This is an optimization exercise on Yosys and OpenROAD, whose aim is small area, a short achievable clock period and few clock cycles per item, not a production implementation. Only simulation tests tie the RTL to the original design; equivalence was not proved. Power figures rest on the tool's default switching activity, not on a simulated workload.

## job 8648
==> flow/design.v (excerpt) <==
module SequentialNonrestoringDivider128Bit(
    input  [127:0] dividend_q,
    input  [127:0] divisor_m,
    input          clk,
    input          reset_n,
    output [127:0] quotient,
    output [127:0] remainder,
    output         done
    );
Size in the first run: ~2400 cells after synthesis, ~270 flip-flops.
clock: 5.5 ns
lec_check: 0
cap_margin: 20
core_margin: 2
core_utilization: 40
cts_buf_list: sky130_fd_sc_hd__clkbuf_8
setup_slack_margin: 2.0
slew_margin: 20
standard.sh (not shown) runs the stock make flow with config.mk's settings and CLKGATE_MAP_FILE= SYNTH_SCRIPT=/design/flow/synth_recipe.tcl, a recipe that flattens the netlist after the stock synthesis.
==> flow/flow/run.sh <==
#!/bin/bash
# The standard layout, except that the input and output ports are buffered with
# buf_1 cells (resizable later) instead of the delay buffer buffer_ports picks.
set -euo pipefail
export BUFFER_PORTS_ARGS="-buffer_cell sky130_fd_sc_hd__buf_1"
bash standard.sh > standard_flow.log 2>&1
Testbench counts of job 8648, summed over its fixed seeds: cycles 29,684, items 384.
Input changes introduced in job 266 (baseline for comparison: job 8648):
Settings: a change of CORE_UTILIZATION from 40 to 60.
[summary]
Job 266 gives more critical path arrival than job 8648 did. Job 266 ends up with lower combinational cell fraction of total power than job 8648 does. Job 266 ended up with a higher global-route usage over all layers than job 8648 did. Comparing job 266 and job 8648, stage delay of the slowest cell on the critical path is higher on job 8648. Job 266 ended up with a lower power consumed by the clock network than job 8648 did. Of job 266 and job 8648, job 266 shows the higher antenna diode count, with job 8648 below it.
Input-level comparison between job 7713 and job 266:
Settings: a change of CORE_UTILIZATION from 60 to 40; a change of CTS_BUF_LIST from sky130_fd_sc_hd__clkbuf_8 to sky130_fd_sc_hd__clkbuf_4.
Notes after the runs:
- The setup fix buffers added after clock tree synthesis in job 7713 sits 34 above the value recorded for job 266.
- Job 266 has lower area growth from synthesis to final layout than job 7713.
- As far as count of multi-input gates is concerned, job 7713 and job 266 perform about the same.

* * *

Another version of the RTL of SequentialNonrestoringDivider128Bit (not shown whole).
Size in the first run: ~270 flip-flops, about 520 I/O pins, roughly 19,000 um^2 of cells after synthesis.
==> flow/config.mk <==
export PLATFORM = sky130hd
export DESIGN_NAME = SequentialNonrestoringDivider128Bit
export DESIGN_NICKNAME = SequentialNonrestoringDivider128Bit
export VERILOG_FILES = /design/flow/design.v
export SDC_FILE = /design/flow/constraint.sdc
export NUM_CORES = 4
export LEC_CHECK = 0
export CAP_MARGIN = 20
export CORE_MARGIN = 2
export CORE_UTILIZATION = 60
export CTS_BUF_LIST = sky130_fd_sc_hd__clkbuf_8
export SETUP_SLACK_MARGIN = 2.0
export SLEW_MARGIN = 20
==> flow/constraint.sdc <==
create_clock -name core_clock -period 5.5 [get_ports {clk}]
set_input_delay 1.1000 -clock core_clock [delete_from_list [all_inputs] [get_ports {clk}]]
set_output_delay 1.1000 -clock core_clock [all_outputs]
set_load 0.01 [all_outputs]
Scripts as last shown in full above: flow/flow/run.sh
Testbench counts at the start, summed over its fixed seeds: cycles 29,684, items 384.
Edit:
--- a/flow/config.mk
+++ b/flow/config.mk
@@ -10,4 +10,4 @@
 export CORE_UTILIZATION = 60
 export CTS_BUF_LIST = sky130_fd_sc_hd__clkbuf_8
-export SETUP_SLACK_MARGIN = 2.0
+export SETUP_SLACK_MARGIN = 2.5
 export SLEW_MARGIN = 20
Effect: Final area climbs slightly; worst setup slack improves by 0.058 ns; maximum frequency climbs slightly; sequential power is about the same; critical path depth stays the same; global-route usage stays flat.

* * *

SequentialNonrestoringDivider128Bit, a different RTL version from the one above (not shown whole).
Size in the first run: ~270 flip-flops, roughly 520 I/O pins, roughly 22000 sq um of cells after synthesis.
export LEC_CHECK = 0
export CAP_MARGIN = 20
export CORE_MARGIN = 2
export CORE_UTILIZATION = 60
export CTS_BUF_LIST = sky130_fd_sc_hd__clkbuf_8
export SETUP_SLACK_MARGIN = 3.0
export SLEW_MARGIN = 20
create_clock -name core_clock -period 5.5 [get_ports {clk}]
Scripts as last shown in full above: flow/flow/run.sh
The baseline completed with no timing, DRC or antenna violations.
Testbench counts at the start, summed over its fixed seeds: cycles 29,684, items 384.
Change:
- CORE_UTILIZATION: 60 -> 70
- SETUP_SLACK_MARGIN: 3.0 -> 2.0
What happened: Setup slack loses 150 ps. Flip-flop and latch count stays the same. Global-route usage grows by 4.6 points. Via count came out higher by about 3.6%. Power goes down by 4.0%. Final area decreases by about 2.5%. Clock-buffer cell count came out lower by 6. Core utilization climbs by 10 points. Sequential power increases by about 3%.
Change:
- CORE_UTILIZATION: 70 -> 60
Die area goes up by 16%. Combinational power is about the same. Register-to-register slack improves by 60 ps. Cell area climbs by 0.76%. Area after synthesis does not change. Via count falls by 3.2%. Wire length went down by 0.50%.

* * *

SequentialNonrestoringDivider128Bit, a different RTL version from the one above (not shown whole).
Size in the first run: roughly 2400 cells after synthesis, ~520 I/O pins, about 20000 sq um of cells after synthesis.
// SequentialNonrestoringDivider128Bit
module SequentialNonrestoringDivider128Bit(
    input  [127:0] dividend_q,
    input  [127:0] divisor_m,
    input          clk,
    input          reset_n,
    output [127:0] quotient,
    output [127:0] remainder,
    output         done
    );
==> flow/config.mk <==
export PLATFORM = sky130hd
export DESIGN_NAME = SequentialNonrestoringDivider128Bit
export DESIGN_NICKNAME = SequentialNonrestoringDivider128Bit
export VERILOG_FILES = /design/flow/design.v
export SDC_FILE = /design/flow/constraint.sdc
export NUM_CORES = 4
export LEC_CHECK = 0
export CAP_MARGIN = 20
export CORE_MARGIN = 2
export CORE_UTILIZATION = 55
export CTS_BUF_LIST = sky130_fd_sc_hd__clkbuf_8
export SETUP_SLACK_MARGIN = 2.5
export SLEW_MARGIN = 20
==> flow/constraint.sdc <==
create_clock -name core_clock -period 5.5 [get_ports {clk}]
set_input_delay 1.1000 -clock core_clock [delete_from_list [all_inputs] [get_ports {clk}]]
set_output_delay 1.1000 -clock core_clock [all_outputs]
set_load 0.01 [all_outputs]
Scripts as last shown in full above: flow/flow/run.sh
Testbench counts at the start, summed over its fixed seeds: cycles 27,948, items 384.
==> next run, changes <==
Settings changed: CORE_UTILIZATION 55 to 65.
- The changed run completed, yet does not pass: capacitance limit, slew limit
- register-to-register slack gets worse by 450 ps
- utilization grows by 12 points
- non-clock buffer count shrinks by 15
- cell area shrinks by 1.4%
- routed wire length grows by 2.0%
- sequential power hardly moves
- sequential cell count is unchanged
- synthesized area is unchanged
- via count grows by 4.8%
- setup slack gets worse by 450 ps
- cell count shrinks by 2.6%
==> next run, changes <==
Settings changed: CORE_UTILIZATION 65 to 60.
Now the flow ran to the end with no violations; wire length is lower by about 5.5%; design area drops by about 1.2%; first-iteration DRC count drops by about 30%; sequential cell count stays the same; synthesized cell count is unchanged; worst setup slack gets better by 360 ps.
==> next run, changes <==
Settings changed: SETUP_SLACK_MARGIN 2.5 to 3.0.
=>
- The changed run completed with no timing, DRC or antenna violations
- worst setup slack degrades by 54 ps
- area after synthesis does not change
- clock power hardly moves
- design area went down by 1.6%
==> next run, changes <==
Settings changed: SETUP_SLACK_MARGIN 3.0 to 2.0.
What happened: The new run completed without violations. Utilization increases by 1.3 points. Cell area increases slightly. Clock-buffer cell count increases by 1. Clock skew increases by 11 ps. Setup slack degrades by 23 ps. Final cell count increases slightly. Non-clock buffer count increases by 25.

* * *

## job 7518
The RTL this note starts from:
==> flow/design.v <==
`timescale 1ns / 1ps
module SequentialNonrestoringDivider128Bit(
    input  [127:0] dividend_q,
    input  [127:0] divisor_m,
    input          clk,
    input          reset_n,
    output [127:0] quotient,
    output [127:0] remainder,
    output         done
    );
    reg [127:0] r;       
    reg [127:0] q;       
    reg [7:0]   cnt;     
    reg         skip;    
    wire [15:0] nz;
    wire [15:0] hi;
    genvar k;
    generate
        for (k = 0; k < 16; k = k + 1) begin : g_nz
            assign nz[k] = |divisor_m[8*k+7:8*k];
        end
        for (k = 0; k < 16; k = k + 1) begin : g_hi
            if (k == 15) begin : g_top
                assign hi[k] = 1'b0;
            end else begin : g_or
                assign hi[k] = |nz[15:k+1];
            end
        end
    endgenerate
    wire [127:0] a  = {r[126:0], q[127]};
    wire [127:0] g0 = a & ~divisor_m;
    wire [127:0] p0 = a | ~divisor_m;
    wire [127:0] x0 = a ^ ~divisor_m;
    wire [127:0] gl [0:7];
    wire [127:0] pl [0:7];
    assign gl[0] = {g0[127:1], g0[0] | p0[0]};   
    assign pl[0] = p0;
    genvar l, i;
    generate
        for (l = 0; l < 7; l = l + 1) begin : g_lvl
            for (i = 0; i < 128; i = i + 1) begin : g_bit
                if ((i >> l) & 1) begin : g_node
                    assign gl[l+1][i] = gl[l][i] | (pl[l][i] & gl[l][((i >> l) << l) - 1]);
                    assign pl[l+1][i] = pl[l][i] & pl[l][((i >> l) << l) - 1];
                end else begin : g_pass
                    assign gl[l+1][i] = gl[l][i];
                    assign pl[l+1][i] = pl[l][i];
                end
            end
        end
    endgenerate
    wire [127:0] diff = x0 ^ {gl[7][126:0], 1'b1};
    wire         qbit = r[127] | gl[7][127];
    always @(posedge clk or negedge reset_n) begin
        if (!reset_n)
            cnt <= 8'd0;
        else if (!cnt[7])
            cnt <= skip ? cnt + 8'd8 : cnt + 8'd1;
    end
    wire         step  = reset_n & ~cnt[7] & ~skip;
    wire         take  = step & qbit;
    wire [127:0] r_alt = step      ? {r[126:0], q[127]} :
                         ~reset_n  ? 128'd0 :
                         cnt[7]    ? r : {r[119:0], q[127:120]};
    wire [127:0] r_nxt = take ? diff : r_alt;
    always @(posedge clk)
        r <= r_nxt;
    always @(posedge clk) begin
        if (!reset_n) begin
            q    <= dividend_q;
            skip <= |divisor_m[127:8];
        end else if (!cnt[7]) begin
            if (skip) begin
                q    <= {q[119:0], 8'd0};
                skip <= hi[cnt[6:3] + 4'd1];
            end else begin
                q    <= {q[126:0], qbit};
                skip <= 1'b0;
            end
        end
    end
    assign done      = cnt[7];
    assign quotient  = q;
    assign remainder = r;
endmodule
export LEC_CHECK = 0
export CAP_MARGIN = 20
export CORE_MARGIN = 2
export CORE_UTILIZATION = 60
export CTS_BUF_LIST = sky130_fd_sc_hd__clkbuf_8
export SETUP_SLACK_MARGIN = 1.0
export SLEW_MARGIN = 20
create_clock -name core_clock -period 5.5 [get_ports {clk}]
Scripts as last shown in full above: flow/flow/run.sh
Testbench counts of job 7518, summed over its fixed seeds: cycles 29,684, items 384.
> inputs changed (job 7518 -> job 328)
--- a/flow/config.mk
+++ b/flow/config.mk
@@ -7,0 +8 @@
+export ABC_CLOCK_PERIOD_IN_PS = 2500
@@ -10,3 +11,2 @@
-export CORE_UTILIZATION = 60
-export CTS_BUF_LIST = sky130_fd_sc_hd__clkbuf_8
-export SETUP_SLACK_MARGIN = 1.0
+export CORE_UTILIZATION = 40
+export SETUP_SLACK_MARGIN = 2.0
- Maximum single-stage delay on the critical path was higher in the run labelled job 7518.
- Between job 328 and job 7518, it is job 328 whose clock share of power is higher, by 2.2 points.
- In job 328, the met1 wire length came out 19% above the value in job 7518.
- Delta (job 328 minus job 7518): detailed-route DRC error count comparable; number of cells in the finished layout apart from fillers now larger; clock period minus final worst setup slack now smaller.
> inputs changed (job 328 -> job 9942)
--- a/flow/config.mk
+++ b/flow/config.mk
@@ -8,2 +8 @@
-export ABC_CLOCK_PERIOD_IN_PS = 2500
-export CAP_MARGIN = 20
+export CAP_MARGIN = 0
@@ -11 +10,2 @@
-export CORE_UTILIZATION = 40
+export CORE_UTILIZATION = 60
+export CTS_BUF_LIST = sky130_fd_sc_hd__clkbuf_8
@@ -13 +13 @@
-export SLEW_MARGIN = 20
+export SLEW_MARGIN = 0
## What came out
Wire length of the first global-routing pass: job 9942 better than job 328
Job 9942 vs job 328: width of the chip down by more than 10%
Compared with job 328, in job 9942 clock period minus worst slack fell 130 ps, vertical extent of the die saw a decrease.
For job 328 and job 9942, there was not a single run that failed to finish clean.
## Diff of input files: job 7905 against job 9942
--- a/flow/config.mk
+++ b/flow/config.mk
@@ -8 +8 @@
-export CAP_MARGIN = 0
+export CAP_MARGIN = 20
@@ -10 +10 @@
-export CORE_UTILIZATION = 60
+export CORE_UTILIZATION = 50
@@ -13 +13 @@
-export SLEW_MARGIN = 0
+export SLEW_MARGIN = 20
==> summary.txt <==
Job 9942 → job 7905: fraction of standard cell area that is sequential -0.93 points, worst hold slack was more or less identical. Job 9942 has lower number of clock buffers in the layout than job 7905. Post-layout minimum cycle time, job 7905 and job 9942: higher on job 9942. Job 7905 vs job 9942: areal power density over the cells up slightly. Job 7905 against job 9942: total power saw an increase; highest clock rate up 0.0028 GHz; tapcell count grew by 124; wire length of the first global-routing pass rose about 2%. In the tables for job 7905 and job 9942, placed cell count reads lower with job 9942. Delta(internal portion of total power, job 7905 - job 9942) > 0.
Edits applied to the flow inputs when going from job 7905 to job 4014:
--- a/flow/config.mk
+++ b/flow/config.mk
@@ -10,3 +10 @@
-export CORE_UTILIZATION = 50
-export CTS_BUF_LIST = sky130_fd_sc_hd__clkbuf_8
-export SETUP_SLACK_MARGIN = 2.0
+export CORE_UTILIZATION = 40
--- outcome ---
- Re final critical-path required period: job 4014 and job 7905 aren't equal, and the lower value belongs to job 7905.
- Looking at library cell contributing the largest single delay on the critical path, the sky130_fd_sc_hd__a211oi_1 result is from job 4014; the sky130_fd_sc_hd__or3_4 one comes from job 7905.
- From job 7905 to job 4014 the numbers moved as follows: highest ir drop seen on vdd went up 0.014 mV; die outline width went up 25 um; number of well taps went up.
- Number of buffers inserted by hold repair at cts came out exactly the same in job 4014 and job 7905.
- Job 4014 finished end to end and its layout was clean on timing, DRC and antenna.
- Delta (job 4014 minus job 7905): weighted congestion at the end of routability-driven global placement now sits at about the same level, total of cells resized after clock tree synthesis decreased 153, aggregate routed wire length -4900 um.
- Job 4014 -> job 7905: cell count flat

## port drivers added, routing unchanged
Ports are ideal in the flow. The routed layouts listed here were re-timed in OpenROAD. Step 1 sets driving cells, clkbuf_16 on the clock port and buf_2 on the other inputs (assumed; they add their load-dependent delay and slew). Step 2 moves the port delays by t, midway between the first and last clock arrival at a register: inputs arrive t later, outputs are due t later. That takes back most of the time a late clock gives input paths. Slacks: no drivers / after step 1 / after step 2; pairs: no drivers / after step 1.
| run | t, ns | setup WS [ns] | worst setup path after step 2 | worst slew at a driven data input, ns | cell pins on the clock port's net |
|---|---|---|---|---|---|
| job 8648 | 0.694 | 1.256 / 1.281 / 0.587 | input to register | 0.12 | 1 |
| job 266 | 0.702 | 1.246 / 1.271 / 0.569 | input to register | 0.13 | 1 |
| job 7713 | 0.839 | 1.119 / 1.119 / 0.508 | input to register | 0.14 | 1 |
| the first run of note 2 | 0.630 | 1.555 / 1.585 / 0.955 | input to register | 0.15 | 1 |
| the second run of note 2 | 0.631 | 1.614 / 1.641 / 1.010 | input to register | 0.15 | 1 |
| the first run of note 3 | 0.687 | 1.610 / 1.610 / 0.958 | input to register | 0.14 | 1 |
| the second run of note 3 | 0.651 | 1.463 / 1.455 / 0.805 | input to register | 0.14 | 1 |
| the third run of note 3 | 0.702 | 1.620 / 1.608 / 0.906 | input to register | 0.12 | 1 |
| the first run of note 4 | 0.718 | 1.681 / 1.706 / 0.988 | input to register | 0.10 | 1 |
| the second run of note 4 | 0.651 | 1.228 / 1.169 / 0.519 | input to register | 0.13 | 1 |
| the third run of note 4 | 0.661 | 1.588 / 1.603 / 0.942 | input to register | 0.12 | 1 |
| the fourth run of note 4 | 0.631 | 1.534 / 1.534 / 0.903 | input to register | 0.10 | 1 |
| the fifth run of note 4 | 0.659 | 1.511 / 1.527 / 0.868 | input to register | 0.11 | 1 |
| job 7518 | 0.644 | 1.095 / 1.121 / 0.477 | input to register | 0.13 | 1 |
| job 328 | 0.619 | 1.110 / 1.145 / 0.526 | input to register | 0.13 | 1 |
| job 9942 | 0.702 | 1.237 / 1.263 / 0.561 | input to register | 0.14 | 1 |
| job 7905 | 0.702 | 1.287 / 1.310 / 0.608 | input to register | 0.13 | 1 |
| job 4014 | 0.595 | 0.637 / 0.670 / 0.074 | input to register | 0.11 | 1 |
The setup slack of the third run of note 3, which loses most, moves by -0.012 ns with the drivers and by -0.714 ns with both steps.
